This design comes from an exercise in tuning for small area, a short achievable clock period and few clock cycles on the open sky130 flow, not from production work. RTL that was checked went through simulation tests only; none was proved equivalent to the original. For runs 1 to 3, only the layout was checked, not whether the RTL still works. No driver is modelled on the clock port, so clocking that relies on it looks cheaper here than on a real chip. No activity file was given, so power comes from the tool's default toggle rates.

--- flow/run.sh ---
#!/bin/bash
# synth_recipe.tcl (not shown) runs the flow's synth.tcl, then flattens the netlist and writes it again
# the make line also repeats each setting of config.mk as NAME=value (left out here)
make -C /OpenROAD-flow-scripts/flow DESIGN_CONFIG=/design/flow/config.mk WORK_HOME=/design/flow/orfs CLKGATE_MAP_FILE= SYNTH_SCRIPT=/design/flow/synth_recipe.tcl finish
--- flow/config.mk ---
export PLATFORM = sky130hd
export DESIGN_NAME = my_chip
export DESIGN_NICKNAME = my_chip
export VERILOG_FILES = /design/flow/design.v
export SDC_FILE = /design/flow/constraint.sdc
export NUM_CORES = 4
export LEC_CHECK = 0
export ABC_AREA = 1
export CAP_MARGIN = 20
export CORE_MARGIN = 2
export CORE_UTILIZATION = 40
export CTS_BUF_LIST = sky130_fd_sc_hd__clkbuf_4 sky130_fd_sc_hd__clkbuf_8
export CTS_CLUSTER_SIZE = 25
export PLACE_DENSITY = 0.75
export SETUP_SLACK_MARGIN = 5.0
export SLEW_MARGIN = 20
export TNS_END_PERCENT = 0
--- flow/constraint.sdc ---
create_clock -name core_clock -period 8.0 [get_ports {clock}]
set_input_delay 1.6000 -clock core_clock [delete_from_list [all_inputs] [get_ports {clock}]]
set_output_delay 1.6000 -clock core_clock [all_outputs]
set_load 0.01 [all_outputs]
--- flow/design.v ---
`default_nettype none
module my_chip (
    input  logic [11:0] io_in,
    output logic [11:0] io_out,
    input  logic clock,
    input  logic reset
);
    localparam [11:0] BUBBLE = 12'h300;  
    logic [11:0] cmd;         
    logic [9:0]  rpc;         
    logic [11:0] xi;          
    logic [11:0] xa, xb;      
    logic        zf, pf;      
    logic [11:0] rf [0:15];   
    assign io_out = cmd;
    logic x_add, x_sub, x_and, x_or, x_xor, x_shl, x_shr, x_sra, x_not, x_li;
    logic x_we, x_fwe;
    wire [3:0] xop = xi[11:8];
    wire [3:0] xrd = xi[7:4];
    wire x_load  = (xop == 4'b0001);
    logic x_jdone;            
    wire x_jump  = (xop == 4'b0010) & ~x_jdone;
    wire x_store = (xop[3:1] == 3'b011);
    wire x_halt  = (xop == 4'b0000);
    logic [11:0] xa_rev, sh_in, sh_out, sh_rev;
    always_comb begin
        for (int i = 0; i < 12; i++) xa_rev[i] = xa[11 - i];
    end
    assign sh_in = x_shl ? xa_rev : xa;
    wire sh_fill = x_sra & xa[11];
    wire big = |xb[11:4] | (xb[3:0] >= 4'd12);
    wire [23:0] sh_w = {{12{sh_fill}}, sh_in} >> xb[3:0];
    always_comb begin
        sh_out = sh_w[11:0];
        if (big) sh_out = {12{sh_fill}};
        for (int i = 0; i < 12; i++) sh_rev[i] = sh_out[11 - i];
    end
    wire [11:0] add_a = xa ^ {12{x_sub}};
    wire [11:0] sum = add_a + xb + {11'b0, x_sub};
    wire [11:0] res = ({12{x_add | x_sub}} & sum)
                    | ({12{x_and}} & (xa & xb))
                    | ({12{x_or}}  & (xa | xb))
                    | ({12{x_xor}} & (xa ^ xb))
                    | ({12{x_shl}} & sh_rev)
                    | ({12{x_shr}} & sh_out)
                    | ({12{x_not}} & ~xb)
                    | ({12{x_li}}  & {8'b0, xi[3:0]});
    wire [11:0] ab_x = xa ^ xb;
    wire z_as  = ((add_a ^ xb) == {add_a[10:0] | xb[10:0], x_sub});
    wire z_and = ((xa & xb) == 12'b0);
    wire z_or  = ((xa | xb) == 12'b0);
    wire z_xor = (ab_x == 12'b0);
    wire z_not = (xb == 12'hFFF);
    wire z_sh  = (sh_out == 12'b0);
    wire res_z = ((x_add | x_sub) & z_as) | (x_xor & z_xor) | (x_and & z_and)
               | (x_or & z_or) | (x_not & z_not) | ((x_shl | x_shr) & z_sh);
    wire res_p = ~res[11] & ~res_z;
    wire zn = x_fwe ? res_z : zf;
    wire pn = x_fwe ? res_p : pf;
    wire fetch = cmd[11] & ~cmd[10] & ~x_load & ~x_jump;
    wire [3:0] iop = io_in[11:8];
    wire [3:0] ird = io_in[7:4];
    wire [3:0] irs = io_in[3:0];
    wire i_load  = (iop == 4'b0001);
    wire i_store = (iop[3:1] == 3'b011);
    wire i_halt  = (iop == 4'b0000);
    wire i_jump  = (iop == 4'b0010);
    wire i_br    = (iop == 4'b0011);
    wire [11:0] ra = (x_we && xrd == ird) ? res : rf[ird];
    wire [11:0] rb = (x_we && xrd == irs) ? res : rf[irs];
    wire br_taken = i_br & (io_in[7] ? pn : zn);
    wire [9:0] fa  = cmd[9:0];
    wire [9:0] fa1 = fa + 10'd1;
    wire [6:0] bg = fa1[6:0] & io_in[6:0];
    wire [6:0] bp = fa1[6:0] ^ io_in[6:0];
    wire [6:0] g1, p1, g2, p2, g3;
    genvar k;
    generate
        for (k = 0; k < 7; k++) begin : pfx
            if (k % 2 == 1) begin
                assign g1[k] = bg[k] | (bp[k] & bg[k-1]);
                assign p1[k] = bp[k] & bp[k-1];
            end else begin
                assign g1[k] = bg[k];
                assign p1[k] = bp[k];
            end
            if (k % 4 >= 2) begin
                assign g2[k] = g1[k] | (p1[k] & g1[(k/4)*4+1]);
                assign p2[k] = p1[k] & p1[(k/4)*4+1];
            end else begin
                assign g2[k] = g1[k];
                assign p2[k] = p1[k];
            end
            if (k >= 4) assign g3[k] = g2[k] | (p2[k] & g2[3]);
            else        assign g3[k] = g2[k];
        end
    endgenerate
    wire [6:0] lo = bp ^ {g3[5:0], 1'b0};
    wire c7 = g3[6];
    wire [2:0] hi_p = fa1[9:7] + 3'd1;
    wire [2:0] hi_m = fa1[9:7] - 3'd1;
    wire [2:0] hi = c7 ? (io_in[6] ? fa1[9:7] : hi_p)
                       : (io_in[6] ? hi_m : fa1[9:7]);
    wire [9:0] br_t = {hi, lo};
    wire [9:0] jp_t = rpc + xa[9:0];
    wire [9:0] jp_li = fa1 + {6'b0, xi[3:0]};
    wire jump_fwd = i_jump & x_li & (xrd == ird);
    logic [11:0] cmd_n;
    logic [9:0]  rpc_n;
    logic [11:0] xi_n;
    always_comb begin
        cmd_n = cmd;
        rpc_n = rpc;
        xi_n  = BUBBLE;
        if (fetch) begin
            xi_n = io_in;
            rpc_n = fa1;
            if (i_load)       cmd_n = {2'b10, rb[9:0]};
            else if (i_store) cmd_n = {2'b00, rb[9:0]};
            else if (i_halt)  cmd_n = {2'b11, 10'b0};
            else if (jump_fwd) cmd_n = {2'b10, jp_li};
            else if (i_jump)  cmd_n = {2'b10, fa1};
            else if (br_taken) cmd_n = {2'b10, br_t};
            else               cmd_n = {2'b10, fa1};
        end else if (x_halt) begin
            xi_n = xi;
        end else if (x_store & ~cmd[10]) begin
            cmd_n = {2'b01, 3'b000, xop[0], (xop[0] ? xa[11:6] : xa[5:0])};
        end else if (x_jump) begin
            cmd_n = {2'b10, jp_t};
        end else begin  
            cmd_n = {2'b10, rpc};
        end
    end
    always_ff @(posedge clock or posedge reset) begin
        if (reset) begin
            cmd <= {2'b10, 10'd0};
            x_jdone <= 1'b0;
            rpc <= 10'd0;
            xi  <= BUBBLE;
            zf  <= 1'b0;
            pf  <= 1'b0;
        end else begin
            cmd <= cmd_n;
            x_jdone <= fetch & jump_fwd;
            rpc <= rpc_n;
            xi  <= xi_n;
            zf  <= zn;
            pf  <= pn;
        end
    end
    always_ff @(posedge clock) begin
        xa <= ra;
        xb <= rb;
    end
    wire [3:0] nop_ = xi_n[11:8];
    always_ff @(posedge clock or posedge reset) begin
        if (reset) begin
            {x_add, x_sub, x_and, x_or, x_xor, x_shl, x_shr, x_sra, x_not, x_li, x_we, x_fwe} <= '0;
        end else begin
            x_add <= (nop_ == 4'b1000);
            x_sub <= (nop_ == 4'b1001);
            x_and <= (nop_ == 4'b1010);
            x_or  <= (nop_ == 4'b1011);
            x_xor <= (nop_ == 4'b1100);
            x_shl <= (nop_ == 4'b1101);
            x_shr <= (nop_[3:1] == 3'b111);
            x_sra <= (nop_ == 4'b1111);
            x_not <= (nop_ == 4'b0101);
            x_li  <= (nop_ == 4'b0100);
            x_we  <= nop_[3] | (nop_[3:1] == 3'b010);
            x_fwe <= (nop_[3] | (nop_ == 4'b0101)) & (xi_n != 12'hB11);
        end
    end
    wire rf_we = x_we | x_load;
    wire [11:0] rf_wd = x_load ? io_in : res;
    always_ff @(posedge clock or posedge reset) begin
        if (reset) begin
            for (int i = 0; i < 16; i++) rf[i] <= 12'b0;
        end else if (rf_we) begin
            rf[xrd] <= rf_wd;
        end
    end
endmodule
`default_nettype wire
==> results of run 1 <==
## worst min-delay path, cell delays in order, from the launching register on
cell	delay, ns
dfrtp_1	0.34
nand2_1	0.05
o21ai_0	0.06
## cell type report
cell class,instances,area (um2)
multi-input combinational,1660,9569
sequential,265,6543
clock inverter,6,66.31
fill,4144,22160
timing repair buffer,92,840.8
tap,539,674.4
clock buffer,72,909.6
inverter,282,1092
## routing by layer
metal	part of all wire	track usage	wire length, um	vias up
li1	-	-	-	7841
met2	0.46	0.5130	31970	858
met5	0	0	0	-
met3	0.070	0.05192	4807	248
met1	0.40	0.3915	27620	8316
met4	0.068	0.1922	4685	0
## synthesized netlist by cell type (3+ instances only)
master and n:
a21oi_2 3, nor2_2 10, a211oi_1 6, o21ai_0 263, dfstp_2 3, nand4_1 35
dfrtp_1 238, nand3_1 101, o211ai_1 13, dfxtp_1 24, o221ai_1 5, nor3_1 22
a21oi_1 67, clkbuf_1 58, o21ai_2 10, nand3_2 11, mux2i_1 4, nand2_2 11
buf_6 7, a221oi_1 71, o22ai_1 34, inv_2 8, xnor2_1 23, inv_1 268
and2_1 3, a2111oi_0 5, o21ai_1 27, fa_1 6, or2_2 6, nand2_1 623
nor4_1 15, a22o_1 7, ha_1 67, o2111ai_1 21, buf_4 5, clkinv_1 4
xor2_1 15, buf_2 15, nor2_1 148
## sequential cells by signal, indices dropped and copies added (netlist names), 10 cells and up
name	cells
xa	12
xi	12
rf	192
rpc	10
xb	12
cmd	12
## power breakdown
group | switching [uW] | internal (uW)
sequential | 821 | 1980
clock | 578 | 751
combinational | 2920 | 1610
total | 4320 | 4340
## metrics by stage
step | setup WS [ns] | std cells | cell area (um2) | hold slack [ns]
2_1_floorplan | 3.241 | 2293 | 16930 | 0.4530
3_3_place_gp | 2.926 | 2794 | 17640 | 0.4692
3_5_place_dp | 2.840 | 2794 | 17640 | 0.4740
4_1_cts | 4.702 | 2905 | 19510 | 0.4884
5_1_grt | 4.440 | 2916 | 19700 | 0.5072
6_report | 4.539 | 2916 | 19700 | 0.4876
## repair_timing
| action | 4_1_cts | 5_1_grt |
|---|---|---|
| endpoints found under the hold margin | 0 | 0 |
| gates resized for setup | 182 | 25 |
| pin swaps | 42 | 21 |
| setup endpoints to repair | 243 | 243 |
| setup buffers | 32 | 11 |
| gates cloned | 1 | 0 |
## cells by family after synthesis
logic type,count (synthesis),synth area share
AOI/OAI and AO/OA,547,0.1975
xor gates and xnor gates,38,0.01966
adders and majority gates,73,0.05663
buffers and inverters,369,0.08760
DFF,265,0.3849
muxes,4,0.002366
and+or+nand+nor,997,0.2513
## final timing paths
kind / from / slack, ns / end
worst max-delay path: io_in[7] / 4.54 / xa[9]
worst min-delay path: rf[7][1] / 0.49 / rf[7][1]
worst max register to register: x_sub / 4.62 / rf[14][0]
worst min register to register: rf[7][1] / 0.49 / rf[7][1]
max in group asynchronous: reset / 5.32 / rf[6][3]
min in group asynchronous: reset / 1.37 / rf[11][7]
==> out/metrics.yaml, run 1 <==
status: "timing/DRC/antenna clean"
num_vias: 17260
slew_headroom: 0.3404
syn2layout_area_growth_pct: 16.37
slowest_delay_ns: 0.51
worst_pin_slew_ns: 0.9893
synthCells: 2293
layout_common_cells: "nand2_1 (617), o21ai_0 (253), inv_1 (250)"
whs_path_depth: 2
power-per-cell-area_nw_per_um2: 439.7
worst-path-stages: 9
avgSynthCellArea_um2: 7.381
crit_top_cell: "o21ai_0"
drt-wirelength-per-cell_um: 23.69
rsz0062_at_grt: "yes"
layout-drive-gt1-share: 0.1451
setup-tns-final_ns: 0
yosys.area.top_type_share: 0.3519
synthTopCellsByArea: "dfrtp_1 (35%), nand2_1 (14%), o21ai_0 (7.8%)"
cp_max_fo: 8
async_flop_share: 0.9094
cts_root_buf: "clkbuf_8"
synth_seq_cells: 265
grt_usage: 0.3145
p_total_uw: 8660
yosysSeqAreaShare: 0.3849
cap_violations: 0
dp_hpwl_um: 50370
core_region_area_um2: 41850
yosys_warnings: 2
cp-end-kind: "flip-flop"
max_freq_ghz: 0.2889
synthFlopType: "dfrtp_1"
mappedNetlistArea_um2: 16920
viasPerCell: 5.920
slowest_stage: "dlygate4sd2_1"
ff2ff_path_depth: 11
initial_core_util: 0.4044
antenna_found_initial: 1
synth_edf_count: 0
nets: 2434
cts_made_buffers: 46
die_y_um: 209.7
fin_util: 0.4706
clk_latency_ns: 0.63
critPathKind: "in -> reg"
cts_tree: "built"
wirelength_um: 69090
drtIter0Drc: 1878
boundaryPins: 26
antennaDiodeCount: 0
peakVddDrop_uv: 204.6
gp_routability_congestion: 1.012
grt_overflow: 0
worstSetupStartpointType: "primary input"
grt_max_degree: 148
period_minus_slack_ns: 3.461
fin_skew_ns: 0.04263
clk_pin_slew_ns: 0.07
antenna_left: 0
htreeDepth: 2
hold_class: "reg -> reg"
leakage_uw: 0.009054
crit_family: "simple AND/OR/NAND/NOR gates"
grt_pass1_wl_um: 104500
die_x_um: 209.7
syn-num-nets: 2380
fp.dieArea_um2: 43970
cp.arrival_ns: 3.98
clockBufferDepth: 3
dr.pass1.iters: 5
fin_crit_sh: 0.4326
final_common_cell: "nand2_1"
finalSetupViolCount: 0
cp.required_ns: 8.52
grt_pass1_vias: 16910
final_max_slew_viol_count: 0
portBuffers: 25
hold_buffers: 0
yosysUniqueCellTypes: 61
cts_num_sinks: 265
synth_top_area_cell: "dfrtp_1"
rows: 75
worst-path-buf-inv: 2
drcViolationCount: 0
path_cells: "dlygate4sd2_1, nand2_1, nor2_2, inv_1, o2111ai_1, a21oi_1, nand3_1, o21ai_0, o21ai_0"
finalHoldViolCount: 0
==> run 2: changes to the inputs <==
==> flow/flow/run.sh (new file) <==
#!/bin/bash
set -euo pipefail
HERE=$(pwd)
bash standard.sh synth > synth.log 2>&1
bash standard.sh POST_CTS_TCL="$HERE/flow/post_cts.tcl" finish > layout.log 2>&1
==> flow/flow/post_cts.tcl (new file) <==
# Extra setup repair after CTS: the worst 20% of the violating endpoints,
# then the worst path alone, then legalize the placement again.
estimate_parasitics -placement
repair_timing -setup -setup_margin 5.0 -repair_tns 20 -verbose
repair_timing -setup -setup_margin 5.0 -repair_tns 0 -verbose
detailed_placement
check_placement -verbose
==> flow/standard.sh (new file) <==
#!/bin/bash
# synth_recipe.tcl (not shown) runs the flow's synth.tcl, then flattens the netlist and writes it again
# the make line also repeats each setting of config.mk as NAME=value (left out here)
make -C /OpenROAD-flow-scripts/flow DESIGN_CONFIG=/design/flow/config.mk WORK_HOME=/design/flow/orfs CLKGATE_MAP_FILE= SYNTH_SCRIPT=/design/flow/synth_recipe.tcl "${@:-finish}"
--- a/flow/config.mk
+++ b/flow/config.mk
@@ -12,5 +12,4 @@
 export CTS_BUF_LIST = sky130_fd_sc_hd__clkbuf_4 sky130_fd_sc_hd__clkbuf_8
 export CTS_CLUSTER_SIZE = 25
-export PLACE_DENSITY = 0.75
 export SETUP_SLACK_MARGIN = 5.0
 export SLEW_MARGIN = 20
removed: flow/run.sh
==> out/metrics.yaml, run 2 <==
status: "timing/DRC/antenna clean"
avgSynthCellArea_um2: 7.381  # unchanged
worstHoldStart: "rf[11][0]"
cp_max_fo: 8  # unchanged
hold_class: "reg -> reg"
synthCells: 2293  # unchanged
final_common_cell: "nand2_1"
power-per-cell-area_nw_per_um2: 450.6  # +2.5%
synth_top_area_cell: "dfrtp_1"
wirelength_um: 70490  # +2.0%
rows: 75  # unchanged
nets: 2462  # +1.2%
die_y_um: 209.7  # unchanged
finalHoldViolCount: 0  # unchanged
layout_common_cells: "nand2_1 (609), o21ai_0 (245), inv_1 (239)"
rsz0062_at_grt: "yes"
ff2ff_path_depth: 12  # +1
slowest_delay_ns: 0.59  # +0.08 ns
grt_usage: 0.3218  # +0.007358
whs_path_depth: 2  # unchanged
cts_num_sinks: 265  # unchanged
grt_max_degree: 128  # -14%
synth_seq_cells: 265  # unchanged
core_region_area_um2: 41850  # unchanged
drcViolationCount: 0  # unchanged
fillCellCount: 4183  # +0.94%
worstSetupStartpointType: "flip-flop"
grt_pass1_vias: 17000  # +0.50%
finalSetupViolCount: 0  # unchanged
num_vias: 17440  # +1.0%
antenna_found_initial: 0  # -1
antennaDiodeCount: 0  # unchanged
worst-path-buf-inv: 4  # +2
max_freq_ghz: 0.3023  # +4.6%
cp.required_ns: 8.46  # -0.06 ns
grt_pass1_wl_um: 106700  # +2.2%
clk_pin_slew_ns: 0.06  # about the same
dr.pass1.iters: 6  # +1
antenna_left: 0  # unchanged
drtIter0Drc: 2118  # +13%
viasPerCell: 5.912  # -0.14%
peakVddDrop_uv: 214.6  # +4.9%
initial_core_util: 0.4044  # unchanged
synth_most_common_cell: "nand2_1"
largest_reg_flops: 192  # unchanged
fp.dieArea_um2: 43970  # unchanged
worst_pin_slew_ns: 0.9403  # -0.04905 ns
async_flop_share: 0.9094  # unchanged
dp_slack_ns: 2.825  # -0.01491 ns
rrSetupSlack_ns: 4.69  # +0.07 ns
leakage_uw: 0.009387  # +3.7%
synth_edf_count: 0  # unchanged
grt_overflow: 0  # unchanged
gp_routability_congestion: 1.007  # -0.48%
cp-end-kind: "flip-flop"
largest_register: "rf"
setup-tns-final_ns: 0  # unchanged
dp_cells: 2793  # -0.036%
fin_crit_sh: 0.4135  # -0.01912
synthFlopType: "dfrtp_1"
hold_end: "rf[11][0]"
crit_family: "compound AO/OA/AOI/OAI gates"
syn-num-nets: 2380  # unchanged
die_x_um: 209.7  # unchanged
fin_skew_ns: 0.03734  # -0.005290 ns
crit_top_cell: "buf_4"
final_max_slew_viol_count: 0  # unchanged
yosysSeqAreaShare: 0.3849  # unchanged
syn2layout_area_growth_pct: 20.86
path_cells: "xnor2_4, inv_2, fa_2, buf_4, buf_4, o21ai_0, o2111ai_1, a21oi_1, o2111ai_2, o21ai_4, buf_4, o21ai_1"
yosysUniqueCellTypes: 61  # unchanged
yosys_warnings: 2  # unchanged
reg2reg_from: "x_sub"
layout-drive-gt1-share: 0.1783  # +0.03321
cap_violations: 0  # unchanged
slew_headroom: 0.3718  # +0.03147
reg2reg_to: "rf[15][2]"
cp.arrival_ns: 3.77  # -0.21 ns
synth_commonest_cells: "nand2_1 (623), inv_1 (268), o21ai_0 (263)"
layoutNonFillerInstCount: 2950  # +1.2%
clk_latency_ns: 0.64  # about the same
mappedNetlistArea_um2: 16920  # unchanged
yosys.area.top_type_share: 0.3519  # unchanged
fin_ws_ns: 4.692  # +0.1530 ns
period_minus_slack_ns: 3.308  # -0.1530 ns
cts_tree: "built"
dp_hpwl_um: 51290  # +1.8%
portBuffers: 25  # unchanged
slowest_stage: "dfrtp_4"
fin_util: 0.4888  # +0.01818
synthTopCellsByArea: "dfrtp_1 (35%), nand2_1 (14%), o21ai_0 (7.8%)"
drt-wirelength-per-cell_um: 23.89  # +0.85%
critPathKind: "reg -> reg"
boundaryPins: 26  # unchanged
## run 2: cell count changes in the layout (fill, tap and decap cells not counted), sizes merged, moves of 2 or more
cell           previous run  this run
buf                      71        97
bufinv                    1         5
clkbuf                   72        70
clkdlybuf4s50            15         5
clkinv                    7        13
dlygate4sd2               5         9
dlymetal6s2s              0         3
nand3                   112       114
## run 2: cell families after synthesis
logic type               share of synthesized area
AND/OR/NAND/NOR                             0.2513
XOR/XNOR                                   0.01966
buffers and inverters                      0.08760
multiplexers                              0.002366
flip-flops                                  0.3849
AO/OA/AOI/OAI                               0.1975
adder cells (fa/ha/maj)                    0.05663
## run 2: area by class of cell
cell class	count	area [um2]	share of cell area
Clock inverter	17	221.5	0.01083
Sequential cell	265	6550	0.3202
Tap cell	539	674.4	0.03297
Inverter	282	1099	0.05370
Clock buffer	68	860.8	0.04208
Multi-Input combinational cell	1662	9928	0.4853
Timing Repair Buffer	117	1122	0.05487
## run 2: stage by stage
stage	area (um2)	power, uW	hold WS [ns]
after detailed placement	17630	6710	0.4741
after global placement	17630	6665	0.4693
final	20460	9217	0.4835
after global routing	20460	9773	0.5037
after floorplan	16930	5137	0.4530
## run 2: layer usage
layer | share of wire | GRT usage | up-vias
met5 | 0 | 0 | -
met4 | 0.059 | 0.1709 | 0
met3 | 0.064 | 0.04145 | 242
met2 | 0.47 | 0.5432 | 900
met1 | 0.40 | 0.4028 | 8381
li1 | - | - | 7916
## run 2: report_power, final
part / internal, uW / leakage [uW] / switching, uW / total, uW
clock: 856 / 0.000565 / 599 / 1460
combinational: 1830 / 0.00569 / 3080 / 4920
sequential: 1980 / 0.00313 / 861 / 2840
## run 2: worst max path at each step
stage,from,end,slack (ns),cells after the start
finish,x_sub,rf[15][2],4.69,12
global route,x_sub,rf[3][10],4.59,21
detailed placement,io_in[0],cmd[5],2.82,15
global placement,io_in[3],cmd[5],2.86,15
floorplan,reset,cmd[0],3.24,1
## run 2: worst reg2reg max path, stage by stage (launching register included)
cell	delay, ns
dfrtp_4	0.59
xnor2_4	0.21
inv_2	0.07
fa_2	0.42
buf_4	0.14
buf_4	0.12
o21ai_0	0.41
o2111ai_1	0.19
a21oi_1	0.19
o2111ai_2	0.26
o21ai_4	0.27
buf_4	0.20
o21ai_1	0.08
==> run 3: changes to the inputs <==
--- a/flow/design.v
+++ b/flow/design.v
@@ -19,6 +19,5 @@
     wire [3:0] xrd = xi[7:4];
     wire x_load  = (xop == 4'b0001);
-    logic x_jdone;            
-    wire x_jump  = (xop == 4'b0010) & ~x_jdone;
+    wire x_jump  = (xop == 4'b0010);
     wire x_store = (xop[3:1] == 3'b011);
     wire x_halt  = (xop == 4'b0000);
@@ -104,37 +103,27 @@
     wire [9:0] br_t = {hi, lo};
     wire [9:0] jp_t = rpc + xa[9:0];
-    wire [9:0] jp_li = fa1 + {6'b0, xi[3:0]};
-    wire jump_fwd = i_jump & x_li & (xrd == ird);
-    logic [11:0] cmd_n;
-    logic [9:0]  rpc_n;
-    logic [11:0] xi_n;
+    wire f_ldst = fetch & (i_load | i_store);
+    wire f_brt  = fetch & br_taken;
+    logic [11:0] cmd_e;      
     always_comb begin
-        cmd_n = cmd;
-        rpc_n = rpc;
-        xi_n  = BUBBLE;
-        if (fetch) begin
-            xi_n = io_in;
-            rpc_n = fa1;
-            if (i_load)       cmd_n = {2'b10, rb[9:0]};
-            else if (i_store) cmd_n = {2'b00, rb[9:0]};
-            else if (i_halt)  cmd_n = {2'b11, 10'b0};
-            else if (jump_fwd) cmd_n = {2'b10, jp_li};
-            else if (i_jump)  cmd_n = {2'b10, fa1};
-            else if (br_taken) cmd_n = {2'b10, br_t};
-            else               cmd_n = {2'b10, fa1};
-        end else if (x_halt) begin
-            xi_n = xi;
-        end else if (x_store & ~cmd[10]) begin
-            cmd_n = {2'b01, 3'b000, xop[0], (xop[0] ? xa[11:6] : xa[5:0])};
-        end else if (x_jump) begin
-            cmd_n = {2'b10, jp_t};
-        end else begin  
-            cmd_n = {2'b10, rpc};
-        end
+        if (fetch)
+            cmd_e = i_halt ? {2'b11, 10'b0} : {2'b10, fa1};
+        else if (x_halt)
+            cmd_e = cmd;
+        else if (x_store & ~cmd[10])
+            cmd_e = {2'b01, 3'b000, xop[0], (xop[0] ? xa[11:6] : xa[5:0])};
+        else if (x_jump)
+            cmd_e = {2'b10, jp_t};
+        else  
+            cmd_e = {2'b10, rpc};
     end
+    wire [11:0] cmd_n = f_ldst ? {~i_store, 1'b0, rb[9:0]}
+                      : f_brt  ? {2'b10, br_t}
+                      : cmd_e;
+    wire [9:0]  rpc_n = fetch ? fa1 : rpc;
+    wire [11:0] xi_n  = fetch ? io_in : (x_halt ? xi : BUBBLE);
     always_ff @(posedge clock or posedge reset) begin
         if (reset) begin
             cmd <= {2'b10, 10'd0};
-            x_jdone <= 1'b0;
             rpc <= 10'd0;
             xi  <= BUBBLE;
@@ -143,5 +132,4 @@
         end else begin
             cmd <= cmd_n;
-            x_jdone <= fetch & jump_fwd;
             rpc <= rpc_n;
             xi  <= xi_n;
==> flow/run.sh (new file) <==
#!/bin/bash
# synth_recipe.tcl (not shown) runs the flow's synth.tcl, then flattens the netlist and writes it again
# the make line also repeats each setting of config.mk as NAME=value (left out here)
make -C /OpenROAD-flow-scripts/flow DESIGN_CONFIG=/design/flow/config.mk WORK_HOME=/design/flow/orfs CLKGATE_MAP_FILE= SYNTH_SCRIPT=/design/flow/synth_recipe.tcl finish
removed: flow/flow/run.sh
removed: flow/flow/post_cts.tcl
removed: flow/standard.sh
==> out/metrics.yaml, run 3 <==
status: "timing/DRC/antenna clean"
yosys.area.top_type_share: 0.3625  # +0.01058
hold_buffers: 0
worstSetupStartpointType: "primary input"
p_total_uw: 7819  # -15%
portBuffers: 25  # unchanged
htreeDepth: 2
rows: 74  # -1.3%
drcViolationCount: 0  # unchanged
largest_register: "rf"
whs_ns: 0.4834  # -0.00005200 ns
dp_cells: 2711  # -2.9%
clockBufferDepth: 3
mappedNetlistArea_um2: 16360  # -3.3%
finalHoldViolCount: 0  # unchanged
grt_pass1_wl_um: 103100  # -3.4%
clk_pin_slew_ns: 0.06  # about the same
final_max_slew_viol_count: 0  # unchanged
period_minus_slack_ns: 3.249  # -0.05926 ns
synth_seq_cells: 264  # -0.38%
leakage_uw: 0.009237  # -1.6%
synth_commonest_cells: "nand2_1 (600), o21ai_0 (282), inv_1 (260)"
core_region_area_um2: 40650  # -2.9%
die_x_um: 206.3  # -1.6%
cts_num_sinks: 264  # -0.38%
yosys_warnings: 2  # unchanged
slew_headroom: 0.3659  # -0.005903
synth_most_common_cell: "nand2_1"
layout-drive-gt1-share: 0.1615  # -0.01686
synthCells: 2224  # -3.0%
nets: 2359  # -4.2%
max_freq_ghz: 0.3078  # +1.8%
cts_root_buf: "clkbuf_8"
setup-tns-final_ns: 0  # unchanged
num_vias: 16780  # -3.8%
fp.dieArea_um2: 42540  # -3.3%
peakVddDrop_uv: 202.7  # -5.5%
gp_routability_congestion: 1.114  # +11%
syn2layout_area_growth_pct: 19.01
synth_edf_count: 0  # unchanged
avgSynthCellArea_um2: 7.357  # -0.33%
synthTopCellsByArea: "dfrtp_1 (36%), nand2_1 (14%), o21ai_0 (8.6%)"
cp_max_fo: 8  # unchanged
cap_violations: 0  # unchanged
power-per-cell-area_nw_per_um2: 401.5  # -11%
critPathKind: "in -> reg"
dp_hpwl_um: 50920  # -0.72%
hold_class: "reg -> reg"
antenna_found_initial: 1  # +1
fin_crit_sh: 0.4061  # -0.007408
async_flop_share: 0.9091  # about the same
synth_top_area_cell: "dfrtp_1"
drtIter0Drc: 1786  # -16%
fin_skew_ns: 0.02560  # -0.01175 ns
worst_pin_slew_ns: 0.9491  # +0.008835 ns
grt_usage: 0.3291  # +0.007229
antennaDiodeCount: 0  # unchanged
cts_made_buffers: 48
final_common_cell: "nand2_1"
cts_tree: "built"
grt_pass1_vias: 16220  # -4.6%
rsz0062_at_grt: "yes"
viasPerCell: 5.890  # -0.36%
largest_reg_flops: 192  # unchanged
wirelength_um: 69630  # -1.2%
cp.arrival_ns: 3.79  # +0.02 ns
drt-wirelength-per-cell_um: 24.45  # +2.3%
synthFlopType: "dfrtp_1"
dr.pass1.iters: 6  # unchanged
clk_latency_ns: 0.63  # about the same
layoutNonFillerInstCount: 2848  # -3.5%
antenna_left: 0  # unchanged
yosysUniqueCellTypes: 53  # -13%
fin_util: 0.4791  # -0.009691
cp.required_ns: 8.54  # +0.08 ns
layout_common_cells: "nand2_1 (566), o21ai_0 (272), inv_1 (228), dfrtp_1 (228), nor2_1 (101)"
die_y_um: 206.3  # -1.6%
grt_overflow: 0  # unchanged
boundaryPins: 26  # unchanged
initial_core_util: 0.4025  # -0.001852
syn-num-nets: 2306  # -3.1%
cp-end-kind: "flip-flop"
yosysSeqAreaShare: 0.3967  # +0.01172
finalSetupViolCount: 0  # unchanged
grt_max_degree: 141  # +10%
==> run 3: power by group <==
part / internal (uW) / total (uW) / switching (uW)
Sequential: 1900 / 2630 / 727
Combinational: 1270 / 3720 / 2450
Clock: 883 / 1470 / 585
==> run 3: final timing paths <==
check / start / endpoint / slack, ns / cells after the start
max: io_in[0] / cmd[0] / 4.75 / 13
min: rf[2][9] / rf[2][9] / 0.48 / 2
max reg2reg: x_sub / rf[12][0] / 4.81 / 10
min reg2reg: rf[2][9] / rf[2][9] / 0.48 / 2
max in group asynchronous: reset / xi[6] / 5.19 / 3
min in group asynchronous: reset / rf[2][11] / 1.51 / 2
==> run 3: cell families (layout without fill, tap and decap cells) <==
logic type | after synthesis | after routing | share of synthesized area
XOR/XNOR | 36 | 36 | 0.01927
AND/OR/NAND/NOR | 931 | 931 | 0.2383
adder cells (fa/ha/maj) | 68 | 68 | 0.05429
flip-flops | 264 | 264 | 0.3967
multiplexers | 1 | 1 | 0.0006882
AO/OA/AOI/OAI | 569 | 569 | 0.2059
buffers and inverters | 355 | 447 | 0.08488
==> run 3: what timing repair did <==
action | CTS | global route
buffers inserted | 20 | 28
pin swaps | 19 | 18
setup endpoints to repair | 268 | 381
resized for setup | 175 | 98
==> run 3: metrics by stage <==
step	worst slack, ns	cell area (um2)
4_1_cts	4.767	18900
5_1_grt	4.666	19470
3_5_place_dp	3.030	17060
2_1_floorplan	3.255	16370
3_3_place_gp	2.850	17050
6_report	4.751	19470
==> run 3: cell type report <==
class / instances / area (um2)
fillers: 4041 / 21170
multi-input cells: 1605 / 9271
clock inverters: 9 / 151.4
well taps: 532 / 665.6
repair buffers: 89 / 840.8
clock buffers: 80 / 957.2
inverters: 269 / 1060
flip-flops and latches: 264 / 6526
==> run 3: metal layers <==
layer | GRT usage | routed length, um
met2 | 0.5381 | 32250
met5 | 0 | 0
met1 | 0.4043 | 28140
met3 | 0.05771 | 4622
met4 | 0.2026 | 4615
==> run 3: critical path, cell delays in order <==
cell	delay [ns]
buf_4	0.19
inv_2	0.08
nor2_2	0.26
nand2_2	0.22
inv_1	0.24
nand2_1	0.09
nand2_1	0.09
nor2_1	0.06
nand4_1	0.21
o21ai_0	0.16
o21ai_1	0.33
a21oi_1	0.12
a21oi_1	0.15
==> run 4: changes to the inputs <==
--- a/flow/design.v
+++ b/flow/design.v
@@ -19,5 +19,6 @@
     wire [3:0] xrd = xi[7:4];
     wire x_load  = (xop == 4'b0001);
-    wire x_jump  = (xop == 4'b0010);
+    logic x_jdone;            
+    wire x_jump  = (xop == 4'b0010) & ~x_jdone;
     wire x_store = (xop[3:1] == 3'b011);
     wire x_halt  = (xop == 4'b0000);
@@ -103,4 +104,6 @@
     wire [9:0] br_t = {hi, lo};
     wire [9:0] jp_t = rpc + xa[9:0];
+    wire [9:0] jp_li = fa1 + {6'b0, xi[3:0]};
+    wire jump_fwd = i_jump & x_li & (xrd == ird);
     wire f_ldst = fetch & (i_load | i_store);
     wire f_brt  = fetch & br_taken;
@@ -108,5 +111,5 @@
     always_comb begin
         if (fetch)
-            cmd_e = i_halt ? {2'b11, 10'b0} : {2'b10, fa1};
+            cmd_e = i_halt ? {2'b11, 10'b0} : {2'b10, (jump_fwd ? jp_li : fa1)};
         else if (x_halt)
             cmd_e = cmd;
@@ -126,4 +129,5 @@
         if (reset) begin
             cmd <= {2'b10, 10'd0};
+            x_jdone <= 1'b0;
             rpc <= 10'd0;
             xi  <= BUBBLE;
@@ -132,4 +136,5 @@
         end else begin
             cmd <= cmd_n;
+            x_jdone <= fetch & jump_fwd;
             rpc <= rpc_n;
             xi  <= xi_n;
==> out/metrics.yaml, run 4 <==
status: "timing/DRC/antenna clean"
final_max_slew_viol_count: 0  # unchanged
cts_made_buffers: 47  # -2.1%
synth_seq_cells: 265  # +0.38%
dr.pass1.iters: 7  # +1
slew_headroom: 0.3764  # +0.01047
layout-drive-gt1-share: 0.1645  # +0.003026
dp_cells: 2848  # +5.1%
synthTopCellsByArea: "dfrtp_1 (35%), nand2_1 (16%), o21ai_0 (7.5%)"
boundaryPins: 26  # unchanged
cp.arrival_ns: 3.78  # about the same
initial_core_util: 0.4048  # +0.002300
antenna_left: 0  # unchanged
dp_hpwl_um: 49950  # -1.9%
grt_pass1_wl_um: 103400  # +0.36%
synth_commonest_cells: "nand2_1 (743), o21ai_0 (255), dfrtp_1 (238)"
slowest_stage: "dfrtp_4"
peakVddDrop_uv: 173.0  # -15%
drt-wirelength-per-cell_um: 23.05  # -5.7%
finalHoldViolCount: 0  # unchanged
worstSetupStartpointType: "flip-flop"
rsz0062_at_grt: "yes"
clk_latency_ns: 0.63  # about the same
drcViolationCount: 0  # unchanged
cap_violations: 0  # unchanged
worst_pin_slew_ns: 0.9331  # -0.01596 ns
layoutNonFillerInstCount: 3014  # +5.8%
yosysSeqAreaShare: 0.3845  # -0.01214
synth_most_common_cell: "nand2_1"
hold_class: "reg -> reg"
fp.dieArea_um2: 44020  # +3.5%
rows: 75  # +1.4%
synthCells: 2369  # +6.5%
cts_num_sinks: 265  # +0.38%
drtIter0Drc: 2012  # +13%
avgSynthCellArea_um2: 7.152  # -2.8%
critPathKind: "reg -> reg"
yosys_warnings: 2  # unchanged
die_x_um: 209.8  # +1.7%
setup-tns-final_ns: 0  # unchanged
crit_family: "simple AND/OR/NAND/NOR gates"
cp_max_fo: 7  # -1
layout_common_cells: "nand2_1 (728), o21ai_0 (248), dfrtp_1 (228)"
async_flop_share: 0.9094  # about the same
synth_edf_count: 0  # unchanged
largest_reg_flops: 192  # unchanged
cts_tree: "built"
whs_ns: 0.4866  # +0.003145 ns
synthFlopType: "dfrtp_1"
gp_routability_congestion: 1.018  # -8.6%
clk_pin_slew_ns: 0.06  # about the same
fin_util: 0.4870  # +0.007957
cts_root_buf: "clkbuf_8"
yosysUniqueCellTypes: 62  # +17%
fin_skew_ns: 0.03097  # +0.005371 ns
finalSetupViolCount: 0  # unchanged
path_cells: "buf_12, buf_4, xnor2_1, ha_2, o211ai_1, nor4b_2, nand4_1, nor2b_4, nand2_1, nand2_2, nand2_4, nand3_4, nand2_1, nand3_1, a21oi_2"
portBuffers: 25  # unchanged
grt_max_degree: 144  # +2.1%
largest_register: "rf"
worst-path-buf-inv: 2  # -1
crit_top_cell: "nand2_1"
period_minus_slack_ns: 3.225  # -0.02340 ns
cp-end-kind: "flip-flop"
clockBufferDepth: 3  # unchanged
core_region_area_um2: 41850  # +3.0%
cp.required_ns: 8.55  # about the same
mappedNetlistArea_um2: 16940  # +3.6%
num_vias: 17530  # +4.5%
die_y_um: 209.8  # +1.7%
syn-num-nets: 2456  # +6.5%
antenna_found_initial: 1  # unchanged
fin_crit_sh: 0.4032  # -0.002925
slowest_delay_ns: 0.49  # +0.16 ns
synth_top_area_cell: "dfrtp_1"
wirelength_um: 69460  # -0.24%
power-per-cell-area_nw_per_um2: 405.6  # +1.0%
viasPerCell: 5.816  # -1.3%
hold_buffers: 0  # unchanged
grt_pass1_vias: 16500  # +1.7%
syn2layout_area_growth_pct: 20.30
grt_usage: 0.3107  # -0.01837
nets: 2524  # +7.0%
htreeDepth: 2  # unchanged
leakage_uw: 0.009401  # +1.8%
yosys.area.top_type_share: 0.3515  # -0.01097
grt_overflow: 0  # unchanged
final_common_cell: "nand2_1"
max_freq_ghz: 0.3101  # +0.73%
## run 4: cell count changes after synthesis, moves of 16 or more
cell	before	now
o22ai_1	71	25
inv_1	260	226
nand3_1	105	145
nand2_1	600	743
o21ai_0	282	255
nor2_1	125	167
a21oi_1	70	54
## run 4: worst paths after layout
path                          start  depth (start not counted)       end  slack [ns]
setup / recovery              x_sub                         15    cmd[6]        4.77
hold / removal             rf[6][2]                          2  rf[6][2]        0.49
setup reg to reg              x_sub                         15    cmd[6]        4.77
hold reg to reg            rf[6][2]                          2  rf[6][2]        0.49
max in group asynchronous     reset                          4     x_sub        5.16
min in group asynchronous     reset                          3  rf[5][9]        1.51
## run 4: area by class of cell
cell class	count	area, um2
repair buffers	111	1021
diodes	1	2.502
flip-flops and latches	265	6555
well taps	539	674.4
multi-input cells	1766	10110
repair inverters	2	12.51
clock inverters	9	56.30
inverters	244	988.4
clock buffers	77	959.7
fillers	4199	21470
## run 4: kinds of logic after synthesis
group	after synthesis	synth area share
buffers and inverters	341	0.07894
multiplexers	1	0.0006646
adder cells (fa/ha/maj)	73	0.05656
AO/OA/AOI/OAI	484	0.1712
XOR/XNOR	38	0.01964
flip-flops	265	0.3845
AND/OR/NAND/NOR	1167	0.2885
## run 4: timing repair
item / in CTS / in global routing
setup buffers: 29 / 44
gates cloned: 1 / 4
setup endpoints to repair: 240 / 248
pin swaps: 17 / 34
endpoints found under the hold margin: 0 / 0
gates resized for setup: 164 / 154
## run 4: power breakdown
part           leakage, uW  internal, uW  switching (uW)
logic              0.00583          1480            2740
registers          0.00304          1930             763
clock network     0.000537           759             595
total              0.00940          4170            4090
## run 4: routing by layer
metal,up-vias,routed length (um),global-route usage
met3,247,5326,0.04908
met4,0,4775,0.1837
met2,829,30410,0.4784
met1,8382,28950,0.4143
li1,8072,-,-
met5,-,0,0
## run 4: worst reg2reg max path: cells and delay by family (launching register included)
kind | cells | cell delay (ns)
adders and majority gates | 1 | 0.41
DFF | 1 | 0.49
and+or+nand+nor | 9 | 1.52
AOI/OAI and AO/OA | 2 | 0.31
xor gates and xnor gates | 1 | 0.14
buffers and inverters | 2 | 0.31
## run 4: per-stage QoR
step,area (um2),setup slack (ns),total power [uW]
3_5_place_dp,17570,3.148,6180
3_3_place_gp,17570,3.234,6152
4_1_cts,19350,4.776,7851
5_1_grt,20380,4.665,8771
6_report,20380,4.775,8267
2_1_floorplan,16950,3.241,4785
Testbench counts of run 4, summed over its fixed seeds: cycles 139,326.
==> run 5: changes to the inputs <==
--- a/flow/design.v
+++ b/flow/design.v
@@ -47,5 +47,5 @@
                     | ({12{x_li}}  & {8'b0, xi[3:0]});
     wire [11:0] ab_x = xa ^ xb;
-    wire z_as  = ((add_a ^ xb) == {add_a[10:0] | xb[10:0], x_sub});
+    wire z_add = (ab_x == {xa[10:0] | xb[10:0], 1'b0});  
     wire z_and = ((xa & xb) == 12'b0);
     wire z_or  = ((xa | xb) == 12'b0);
@@ -53,5 +53,5 @@
     wire z_not = (xb == 12'hFFF);
     wire z_sh  = (sh_out == 12'b0);
-    wire res_z = ((x_add | x_sub) & z_as) | (x_xor & z_xor) | (x_and & z_and)
+    wire res_z = (x_add & z_add) | ((x_sub | x_xor) & z_xor) | (x_and & z_and)
                | (x_or & z_or) | (x_not & z_not) | ((x_shl | x_shr) & z_sh);
     wire res_p = ~res[11] & ~res_z;
--- a/flow/config.mk
+++ b/flow/config.mk
@@ -12,4 +12,5 @@
 export CTS_BUF_LIST = sky130_fd_sc_hd__clkbuf_4 sky130_fd_sc_hd__clkbuf_8
 export CTS_CLUSTER_SIZE = 25
+export GPL_ROUTABILITY_DRIVEN = 0
 export SETUP_SLACK_MARGIN = 5.0
 export SLEW_MARGIN = 20
==> out/metrics.yaml, run 5 <==
path_cells: "buf_2, nand2_4, inv_1, nand2_1, clkinvlp_4, nand2_1, nand4_1, a221oi_2, nand4_1, o21bai_1, o21ai_1, nand2_1, nand2_1, inv_1, a21oi_1"
yosys_warnings: 2  # unchanged
synthTopCellsByArea: "dfrtp_1 (36%), nand2_1 (15%), o21ai_0 (8.2%)"
power.internal_uw: 4235  # +1.5%
p_sw_frac: 0.4867  # -0.008587
avgSynthCellArea_um2: 7.402  # +3.5%
core_region_area_um2: 40920  # -2.2%
slew_headroom: 0.2818  # -0.09461
clk_pin_slew_ns: 0.06  # about the same
grt_max_degree: 151  # +4.9%
cp_max_fo: 7  # unchanged
grt_pass1_wl_um: 99680  # -3.6%
finalSetupViolCount: 0  # unchanged
worstSetupStartpointType: "primary input"
fin_skew_ns: 0.03798  # +0.007015 ns
mappedNetlistArea_um2: 16620  # -1.9%
die_x_um: 207.8  # -0.95%
yosysUniqueCellTypes: 67  # +8.1%
htreeDepth: 2  # unchanged
cts_tree: "built"
layout-drive-gt1-share: 0.1737  # +0.009234
synth_top_area_cell: "dfrtp_1"
async_flop_share: 0.9094  # unchanged
whs_path_depth: 2  # unchanged
cap_violations: 0  # unchanged
synth_seq_cells: 265  # unchanged
pwr-share-clk: 0.179  # +0.015
rsz0062_at_grt: "yes"
slowest_stage: "o21bai_1"
p_seq_frac: 0.327  # about the same
p_total_uw: 8251  # -0.19%
hold_end: "rf[13][10]"
cts_root_buf: "clkbuf_8"
viasPerCell: 6.084  # +4.6%
cp.required_ns: 8.51  # -0.04 ns
cts_made_buffers: 46  # -2.1%
peakVddDrop_uv: 181.4  # +4.9%
synthCells: 2245  # -5.2%
slowest_delay_ns: 0.28  # -0.21 ns
cp-end-kind: "flip-flop"
period_minus_slack_ns: 3.250  # +0.02471 ns
crit_top_cell: "nand2_1"
leakage_uw: 0.009081  # -3.4%
syn2layout_area_growth_pct: 19.00
final_common_cell: "nand2_1"
antenna_found_initial: 1  # unchanged
fp.dieArea_um2: 43190  # -1.9%
drtIter0Drc: 2640  # +31%
power-per-cell-area_nw_per_um2: 417.2  # +2.9%
worst_pin_slew_ns: 1.077  # +0.1440 ns
nets: 2374  # -5.9%
layout_common_cells: "nand2_1 (626), o21ai_0 (261), dfrtp_1 (230)"
worstHoldStart: "rf[13][10]"
final_max_slew_viol_count: 0  # unchanged
fin_crit_sh: 0.4062  # +0.003089
reg2reg_to: "rf[0][1]"
synth_edf_count: 0  # unchanged
synthFlopType: "dfrtp_1"
crit_family: "simple AND/OR/NAND/NOR gates"
fin_ws_ns: 4.750  # -0.02471 ns
portBuffers: 25  # unchanged
rows: 74  # -1.3%
drt-wirelength-per-cell_um: 23.19  # +0.63%
yosys.area.top_type_share: 0.3584  # +0.006881
status: "timing/DRC/antenna clean"
wirelength_um: 66420  # -4.4%
largest_reg_flops: 192  # unchanged
worst-path-buf-inv: 4  # +2
largest_register: "rf"
reg2reg_from: "x_sub"
drcViolationCount: 0  # unchanged
die_y_um: 207.8  # -0.95%
clk_latency_ns: 0.65  # +0.02 ns
power_frac_comb: 0.494  # -0.017
cts_num_sinks: 265  # unchanged
clockBufferDepth: 3  # unchanged
synth_most_common_cell: "nand2_1"
critPathKind: "in -> reg"
max_freq_ghz: 0.3077  # -0.76%
boundaryPins: 26  # unchanged
dp_hpwl_um: 46350  # -7.2%
grt_usage: 0.2973  # -0.01334
dr.pass1.iters: 9  # +2
grt_pass1_vias: 16230  # -1.7%
finalHoldViolCount: 0  # unchanged
cp.arrival_ns: 3.76  # -0.02 ns
p_switching_uw: 4016  # -1.9%
dp_slack_ns: 2.961  # -0.1864 ns
yosysSeqAreaShare: 0.3920  # +0.007527
num_vias: 17430  # -0.60%
ff2ff_path_depth: 10  # -5
hold_class: "reg -> reg"
hold_buffers: 0  # unchanged
initial_core_util: 0.4061  # +0.001235
syn-num-nets: 2321  # -5.5%
rrSetupSlack_ns: 4.82  # +0.05 ns
synth_commonest_cells: "nand2_1 (654), o21ai_0 (273), dfrtp_1 (238)"
grt_overflow: 0  # unchanged
antenna_left: 0  # unchanged
setup-tns-final_ns: 0  # unchanged
## run 5: changes by cell type after synthesis, sizes merged, moves of 6 or more
cell / delta
nand2: -84
o21ai: +35
inv: -31
nor2: -30
nand3: -29
a21oi: +16
a221oi: +14
ha: -11
a22o: +9
xnor2: -7
nor4: -6
o2111ai: -6
## run 5: kinds of logic (layout without fill, tap and decap cells)
kind of cell,count (synthesis),in the layout,share of synthesized area
and+or+nand+nor,1020,1021,0.2611
adders and majority gates,62,62,0.04939
DFF,265,265,0.3920
muxes,2,2,0.001280
other,0,1,0
xor gates and xnor gates,35,35,0.01845
AOI/OAI and AO/OA,555,555,0.2050
buffers and inverters,306,391,0.07273
## run 5: what timing repair did
item | CTS | global route
setup endpoints to repair | 254 | 248
cloned | 0 | 2
setup buffers | 31 | 39
endpoints found under the hold margin | 0 | 0
pin swaps | 20 | 30
gates resized for setup | 157 | 131
## run 5: worst min-delay path, delay by kind of cell (launching register included)
kind            cells  cell delay [ns]
compound gates      1             0.05
simple gates        1             0.06
flops               1             0.34
## run 5: worst max-delay path by stage
stage	startpoint	endpoint	cells past startpoint	slack [ns]
finish	io_in[1]	cmd[6]	15	4.75
global route	x_sub	rf[0][10]	14	4.75
CTS	xi[8]	rf[13][4]	7	4.74
detailed placement	io_in[1]	cmd[6]	15	2.96
global placement	io_in[2]	cmd[0]	14	3.03
floorplan	reset	cmd[0]	1	3.24
## run 5: metrics by stage
step,utilization,instance area (um2),hold WS [ns],instances
final,0.4832,19780,0.4813,2864
after global routing,0.4832,19780,0.5055,2864
after CTS,0.4623,18920,0.4886,2822
after detailed placement,0.4195,17170,0.4740,2710
after global placement,0.4195,17170,0.4696,2710
after floorplan,-,16620,0.4530,2245
## run 5: final cells by class
class                           instances  area (um2)
Fill cell                            4052       21150
Multi-Input combinational cell       1675        9679
Antenna cell                            1       2.502
Clock inverter                         10       201.4
Inverter                              208       824.5
Timing Repair Buffer                  102       979.7
Sequential cell                       265        6545
Clock buffer                           71       877.1
Tap cell                              532       665.6
## run 5: routing by layer
metal	vias up	wire (um)	GRT usage	part of all wire
met2	1158	28580	0.4492	0.43
met1	8157	26680	0.3914	0.40
met4	0	4378	0.1575	0.066
met3	337	6781	0.07640	0.10
met5	-	0	0	0
li1	7773	-	-	-
## run 5: power by group through the flow
stage / combinational (uW) / sequential [uW] / clock [uW]
finish: 4080 / 2700 / 1480
global route: 4450 / 2720 / 1550
CTS: 3600 / 2640 / 1490
detailed placement: 3400 / 2640 / 0
global placement: 3340 / 2650 / 0
floorplan: 2430 / 2300 / 0
Testbench counts of run 5, summed over its fixed seeds: cycles 139,326.
==> run 6: changes to the inputs <==
--- a/flow/config.mk
+++ b/flow/config.mk
@@ -12,5 +12,4 @@
 export CTS_BUF_LIST = sky130_fd_sc_hd__clkbuf_4 sky130_fd_sc_hd__clkbuf_8
 export CTS_CLUSTER_SIZE = 25
-export GPL_ROUTABILITY_DRIVEN = 0
 export SETUP_SLACK_MARGIN = 5.0
 export SLEW_MARGIN = 20
==> out/metrics.yaml, run 6 <==
status: "timing/DRC/antenna clean"
synthTopCellsByArea: "dfrtp_1 (36%), nand2_1 (15%), o21ai_0 (8.2%)"
synth_edf_count: 0  # unchanged
clk_latency_ns: 0.63  # -0.02 ns
num_vias: 17040  # -2.2%
power-per-cell-area_nw_per_um2: 413.5  # -0.89%
core_region_area_um2: 40920  # unchanged
worst_pin_slew_ns: 1.112  # +0.03472 ns
final_max_slew_viol_count: 0  # unchanged
final_common_cell: "nand2_1"
gp_routability_congestion: 1.007
placed_area_um2: 17220  # +0.33%
cp_max_fo: 7  # unchanged
grt_pass1_vias: 16400  # +1.0%
largest_reg_flops: 192  # unchanged
synth_seq_cells: 265  # unchanged
die_y_um: 207.8  # unchanged
drtIter0Drc: 1942  # -26%
clk_pin_slew_ns: 0.07  # about the same
regArea_um2: 6545  # unchanged
critPathKind: "in -> reg"
die_x_um: 207.8  # unchanged
yosysUniqueCellTypes: 67  # unchanged
antenna_left: 0  # unchanged
hold_buffers: 0  # unchanged
fillCellCount: 4115  # +1.6%
syn-num-nets: 2321  # unchanged
design_area_um2: 19540  # -1.2%
setup-tns-final_ns: 0  # unchanged
dp_hpwl_um: 50960  # +9.9%
syn2layout_area_growth_pct: 17.57
multi_input_area_um2: 9552  # -1.3%
wirelength_um: 70580  # +6.3%
initial_core_util: 0.4061  # unchanged
slew_headroom: 0.2587  # -0.02305
cp.arrival_ns: 3.78  # +0.02 ns
finalSetupViolCount: 0  # unchanged
peakVddDrop_uv: 244.4  # +35%
worstSetupStartpointType: "primary input"
yosys.area.top_type_share: 0.3584  # unchanged
synth_commonest_cells: "nand2_1 (654), o21ai_0 (273), dfrtp_1 (238)"
grt_max_degree: 169  # +12%
p_total_uw: 8080  # -2.1%
grt_overflow: 0  # unchanged
antennaDiodeCount: 0  # -1
fp.dieArea_um2: 43190  # unchanged
synth_top_area_cell: "dfrtp_1"
async_flop_share: 0.9094  # unchanged
max_freq_ghz: 0.3066  # -0.35%
drt-wirelength-per-cell_um: 24.65  # +6.3%
clockBufferDepth: 3  # unchanged
hold_class: "reg -> reg"
boundaryPins: 26  # unchanged
nets: 2370  # -0.17%
viasPerCell: 5.952  # -2.2%
synthFlopType: "dfrtp_1"
largest_register: "rf"
synth_most_common_cell: "nand2_1"
cp.required_ns: 8.52  # about the same
drcViolationCount: 0  # unchanged
cap_violations: 0  # unchanged
finalHoldViolCount: 0  # unchanged
cts_made_buffers: 46  # unchanged
antenna_found_initial: 0  # -1
layout_common_cells: "nand2_1 (626), o21ai_0 (264), dfrtp_1 (229)"
yosysSeqAreaShare: 0.3920  # unchanged
cts_num_sinks: 265  # unchanged
dp_slack_ns: 2.809  # -0.1522 ns
yosys_warnings: 2  # unchanged
avgSynthCellArea_um2: 7.402  # unchanged
grt_pass1_wl_um: 104400  # +4.7%
fin_crit_sh: 0.4077  # +0.001441
grt_usage: 0.3182  # +0.02083
cp-end-kind: "flip-flop"
period_minus_slack_ns: 3.261  # +0.01153 ns
fin_ws_ns: 4.739  # -0.01153 ns
whs_ns: 0.4851  # +0.003802 ns
dr.pass1.iters: 6  # -3
leakage_uw: 0.008980  # -1.1%
rows: 74  # unchanged
layout-drive-gt1-share: 0.1673  # -0.006435
fin_skew_ns: 0.03349  # -0.004491 ns
htreeDepth: 2  # unchanged
cts_root_buf: "clkbuf_8"
portBuffers: 25  # unchanged
rsz0062_at_grt: "yes"
mappedNetlistArea_um2: 16620  # unchanged
cts_tree: "built"
synthCells: 2245  # unchanged
-- run 6: timing repair --
item	4_1_cts	5_1_grt
gates resized for setup	183	85
gates cloned	1	2
pin swaps	19	27
setup endpoints to repair	327	313
endpoints found under the hold margin	0	0
buffers inserted	35	23
-- run 6: per-stage QoR --
| step | util | std cells |
|---|---|---|
| final | 0.4774 | 2863 |
| after detailed placement | 0.4209 | 2717 |
| after global placement | 0.4206 | 2716 |
| after floorplan | - | 2245 |
| after global routing | 0.4774 | 2863 |
| after CTS | 0.4662 | 2838 |
-- run 6: power by group --
| part | switching, uW | leakage [uW] | internal, uW |
|---|---|---|---|
| logic | 2620 | 0.00539 | 1350 |
| clock network | 598 | 0.000556 | 814 |
| registers | 778 | 0.00304 | 1920 |
-- run 6: kinds of logic after synthesis --
group / Yosys count / share of synthesized area
AO/OA/AOI/OAI: 555 / 0.2050
buffers and inverters: 306 / 0.07273
XOR/XNOR: 35 / 0.01845
adder cells (fa/ha/maj): 62 / 0.04939
AND/OR/NAND/NOR: 1020 / 0.2611
multiplexers: 2 / 0.001280
flip-flops: 265 / 0.3920
-- run 6: layout make-up --
| type | instances | share of cell area |
|---|---|---|
| multi-input cells | 1675 | 0.4889 |
| well taps | 532 | 0.03407 |
| inverters | 208 | 0.04239 |
| clock buffers | 78 | 0.04886 |
| flip-flops and latches | 265 | 0.3350 |
| repair buffers | 97 | 0.04611 |
| clock inverters | 7 | 0.004483 |
| repair inverters | 1 | 0.0002561 |
-- run 6: final timing paths --
| check | slack [ns] | cells past startpoint | endpoint | from |
|---|---|---|---|---|
| setup / recovery | 4.74 | 16 | cmd[0] | io_in[0] |
| hold / removal | 0.49 | 2 | rf[6][1] | rf[6][1] |
| setup reg to reg | 4.80 | 13 | rf[1][10] | x_sub |
| hold reg to reg | 0.49 | 2 | rf[6][1] | rf[6][1] |
| max in group asynchronous | 5.19 | 4 | rf[5][3] | reset |
| min in group asynchronous | 1.62 | 3 | rf[2][2] | reset |
-- run 6: worst max-delay path, stage by stage --
cell and delay (ns):
buf_6 0.13, inv_4 0.06, nor2_1 0.04, buf_6 0.15
clkinvlp_4 0.15, nor2_4 0.08, buf_4 0.15, a22o_1 0.19
nor2_1 0.10, nand4_1 0.27, a211oi_2 0.42, o21ai_2 0.14
nor2_1 0.12, nor2_1 0.05, nand2_1 0.07, nand2_1 0.04
-- run 6: per-layer routing --
layer	share of wire	track usage	routed length (um)
met1	0.41	0.4190	29270
met2	0.45	0.5065	31910
met3	0.072	0.05053	5081
met4	0.061	0.1631	4327
met5	0	0	0
==> run 7: changes to the inputs <==
--- a/flow/config.mk
+++ b/flow/config.mk
@@ -12,5 +12,5 @@
 export CTS_BUF_LIST = sky130_fd_sc_hd__clkbuf_4 sky130_fd_sc_hd__clkbuf_8
 export CTS_CLUSTER_SIZE = 25
-export SETUP_SLACK_MARGIN = 5.0
+export SETUP_SLACK_MARGIN = 4.8
 export SLEW_MARGIN = 20
 export TNS_END_PERCENT = 0
==> out/metrics.yaml, run 7 <==
cap_violations: 0  # unchanged
final_max_slew_viol_count: 0  # unchanged
rrSetupSlack_ns: 4.67  # -0.13 ns
syn-num-nets: 2321  # unchanged
viasPerCell: 5.930  # -0.37%
hold_buffers: 0  # unchanged
cts_num_sinks: 265  # unchanged
status: "timing/DRC/antenna clean"
clk_pin_slew_ns: 0.07  # about the same
grt_max_degree: 169  # unchanged
yosys_warnings: 2  # unchanged
peakVddDrop_uv: 239.9  # -1.9%
grt_usage: 0.3169  # -0.001238
grt_overflow: 0  # unchanged
mappedNetlistArea_um2: 16620  # unchanged
hold_class: "reg -> reg"
dr.pass1.iters: 6  # unchanged
syn2layout_area_growth_pct: 15.19
initial_core_util: 0.4061  # unchanged
power-per-cell-area_nw_per_um2: 412.8  # -0.17%
cp.arrival_ns: 4.06  # +0.28 ns
wirelength_um: 69510  # -1.5%
synthFlopType: "dfrtp_1"
max_freq_ghz: 0.2827  # -7.8%
avgSynthCellArea_um2: 7.402  # unchanged
worstSetupStartpointType: "primary input"
placed_area_um2: 17220  # unchanged
design_area_um2: 19140  # -2.0%
crit_top_cell: "nor2_1"
synth_most_common_cell: "nand2_1"
slowest_delay_ns: 0.48  # +0.06 ns
grt_pass1_wl_um: 103900  # -0.46%
portBuffers: 25  # unchanged
largest_reg_flops: 192  # unchanged
synthCells: 2245  # unchanged
final_common_cell: "nand2_1"
worstHoldStart: "rf[6][1]"
num_vias: 16840  # -1.2%
yosysUniqueCellTypes: 67  # unchanged
critPathKind: "in -> reg"
synth_top_area_cell: "dfrtp_1"
dp_hpwl_um: 50960  # unchanged
path_cells: "buf_4, inv_2, nor2_1, buf_6, clkinvlp_4, nor2_4, buf_4, a22o_1, nor2_1, nand4_1, a211oi_2, o21ai_2, nor2_1, nor2_1, nand2_1, nand2_1"
fp.dieArea_um2: 43190  # unchanged
cts_root_buf: "clkbuf_8"
synthTopCellsByArea: "dfrtp_1 (36%), nand2_1 (15%), o21ai_0 (8.2%)"
leakage_uw: 0.008814  # -1.8%
synth_edf_count: 0  # unchanged
fin_skew_ns: 0.03736  # +0.003872 ns
cts_made_buffers: 46  # unchanged
antenna_left: 0  # unchanged
whs_path_depth: 2  # unchanged
async_flop_share: 0.9094  # unchanged
finalHoldViolCount: 0  # unchanged
boundaryPins: 26  # unchanged
setup-tns-final_ns: 0  # unchanged
cp_max_fo: 11  # +4
drtIter0Drc: 2003  # +3.1%
reg2reg_from: "xi[8]"
cp-end-kind: "flip-flop"
cts_tree: "built"
die_y_um: 207.8  # unchanged
gp_routability_congestion: 1.007  # unchanged
core_region_area_um2: 40920  # unchanged
p_total_uw: 7903  # -2.2%
drt-wirelength-per-cell_um: 24.48  # -0.68%
grt_pass1_vias: 16250  # -0.87%
rsz0062_at_grt: "yes"
synth_commonest_cells: "nand2_1 (654), o21ai_0 (273), dfrtp_1 (238)"
ff2ff_path_depth: 6  # -7
layout_common_cells: "nand2_1 (632), o21ai_0 (268), dfrtp_1 (234)"
yosysSeqAreaShare: 0.3920  # unchanged
whs_ns: 0.4854  # +0.0002850 ns
hold_end: "rf[6][1]"
reg2reg_to: "rf[14][3]"
worst-path-buf-inv: 5  # unchanged
layout-drive-gt1-share: 0.1404  # -0.02687
rows: 74  # unchanged
clockBufferDepth: 3  # unchanged
antennaDiodeCount: 0  # unchanged
htreeDepth: 2  # unchanged
drcViolationCount: 0  # unchanged
crit_family: "compound AO/OA/AOI/OAI gates"
cp.required_ns: 8.52  # about the same
die_x_um: 207.8  # unchanged
antenna_found_initial: 0  # unchanged
yosys.area.top_type_share: 0.3584  # unchanged
clk_latency_ns: 0.63  # about the same
slew_headroom: 0.3045  # +0.04571
finalSetupViolCount: 0  # unchanged
slowest_stage: "a211oi_2"
multi_input_area_um2: 9380  # -1.8%
period_minus_slack_ns: 3.537  # +0.2755 ns
fillCellCount: 4164  # +1.2%
worst_pin_slew_ns: 1.043  # -0.06857 ns
fin_crit_sh: 0.4421  # +0.03444
synth_seq_cells: 265  # unchanged
nets: 2346  # -1.0%
largest_register: "rf"
regArea_um2: 6531  # -0.21%
[run 7: routing by layer]
layer	wire, um	global-route usage	share of wire	vias up
li1	-	-	-	7708
met5	0	0	0	-
met1	29230	0.4199	0.42	8108
met4	4077	0.1607	0.059	0
met3	4648	0.04841	0.067	211
met2	31560	0.5038	0.45	809
[run 7: timing repair]
action                                 CTS  global route
pin swaps                               13            16
setup endpoints to repair              317           299
buffers inserted                        23            13
gates cloned                             1             0
endpoints found under the hold margin    0             0
gates resized for setup                152            34
[run 7: logic make-up after synthesis]
kind of cell    Yosys count  share of synthesized area
simple gates           1020                     0.2611
compound gates          555                     0.2050
buf+inv                 306                    0.07273
flops                   265                     0.3920
fa+ha+maj                62                    0.04939
xor+xnor                 35                    0.01845
mux                       2                   0.001280
[run 7: worst max path at each step]
stage / endpoint / slack, ns / depth (start not counted) / startpoint
final: cmd[0] / 4.46 / 16 / io_in[0]
after global routing: cmd[0] / 4.46 / 16 / io_in[0]
after CTS: cmd[9] / 4.66 / 14 / io_in[0]
after detailed placement: cmd[0] / 2.81 / 15 / io_in[0]
after global placement: cmd[0] / 2.77 / 15 / io_in[0]
after floorplan: cmd[0] / 3.24 / 1 / reset
[run 7: power breakdown]
group / total, uW / switching, uW / internal [uW]
clock network: 1410 / 594 / 814
logic: 3790 / 2520 / 1270
registers: 2700 / 785 / 1920
total: 7900 / 3900 / 4000
[run 7: final cells by class]
class	instances	area share
Inverter	208	0.04242
Timing Repair Buffer	74	0.03719
Multi-Input combinational cell	1675	0.4900
Clock buffer	78	0.04987
Sequential cell	265	0.3412
Clock inverter	7	0.004575
Tap cell	532	0.03477
[run 7: per-stage QoR]
step                      worst slack [ns]  utilization  std cells
after floorplan                      3.241            -       2245
after detailed placement             2.809       0.4209       2717
after global placement               2.772       0.4206       2716
final                                4.463       0.4678       2839
after global routing                 4.459       0.4678       2839
after CTS                            4.657       0.4616       2826
[run 7: worst min-delay path, cell delays in order (launching register included)]
cell and delay (ns):
dfrtp_1 0.34, nand2_1 0.05, o21ai_0 0.06

[port drivers added, routing unchanged]
Ports are ideal in the flow. The routed layouts listed here were re-timed in OpenROAD. Step 1: set_driving_cell puts a clkbuf_16 on clock and a buf_2 on each other input, an assumption about the parent block. Step 2 adds t to the input delays and takes it off the output delays; t is the mean of the earliest and latest rising clock arrival at the registers after step 1. Input paths then give back, and output paths get back, about the clock's delay inside the block. Three values: no drivers, after step 1, after step 2; two values: the first two.
run | shift t [ns] | setup WS [ns] | worst setup path after step 2 | worst data-port slew with drivers (ns)
run 1 | 0.663 | 4.539 / 4.567 / 3.904 | input to register | 0.04
run 2 | 0.669 | 4.692 / 4.692 / 4.055 | input to register | 0.06
run 3 | 0.667 | 4.751 / 4.727 / 4.110 | input to register | 0.04
run 4 | 0.665 | 4.775 / 4.775 / 4.172 | input to register | 0.05
run 5 | 0.691 | 4.750 / 4.717 / 4.095 | input to register | 0.04
run 6 | 0.661 | 4.739 / 4.705 / 4.096 | input to register | 0.04
run 7 | 0.657 | 4.463 / 4.488 / 3.831 | input to register | 0.03
After both steps every run listed still meets setup and hold. The setup slack of run 5, which loses most, moves by -0.033 ns with the drivers and by -0.655 ns with both steps.
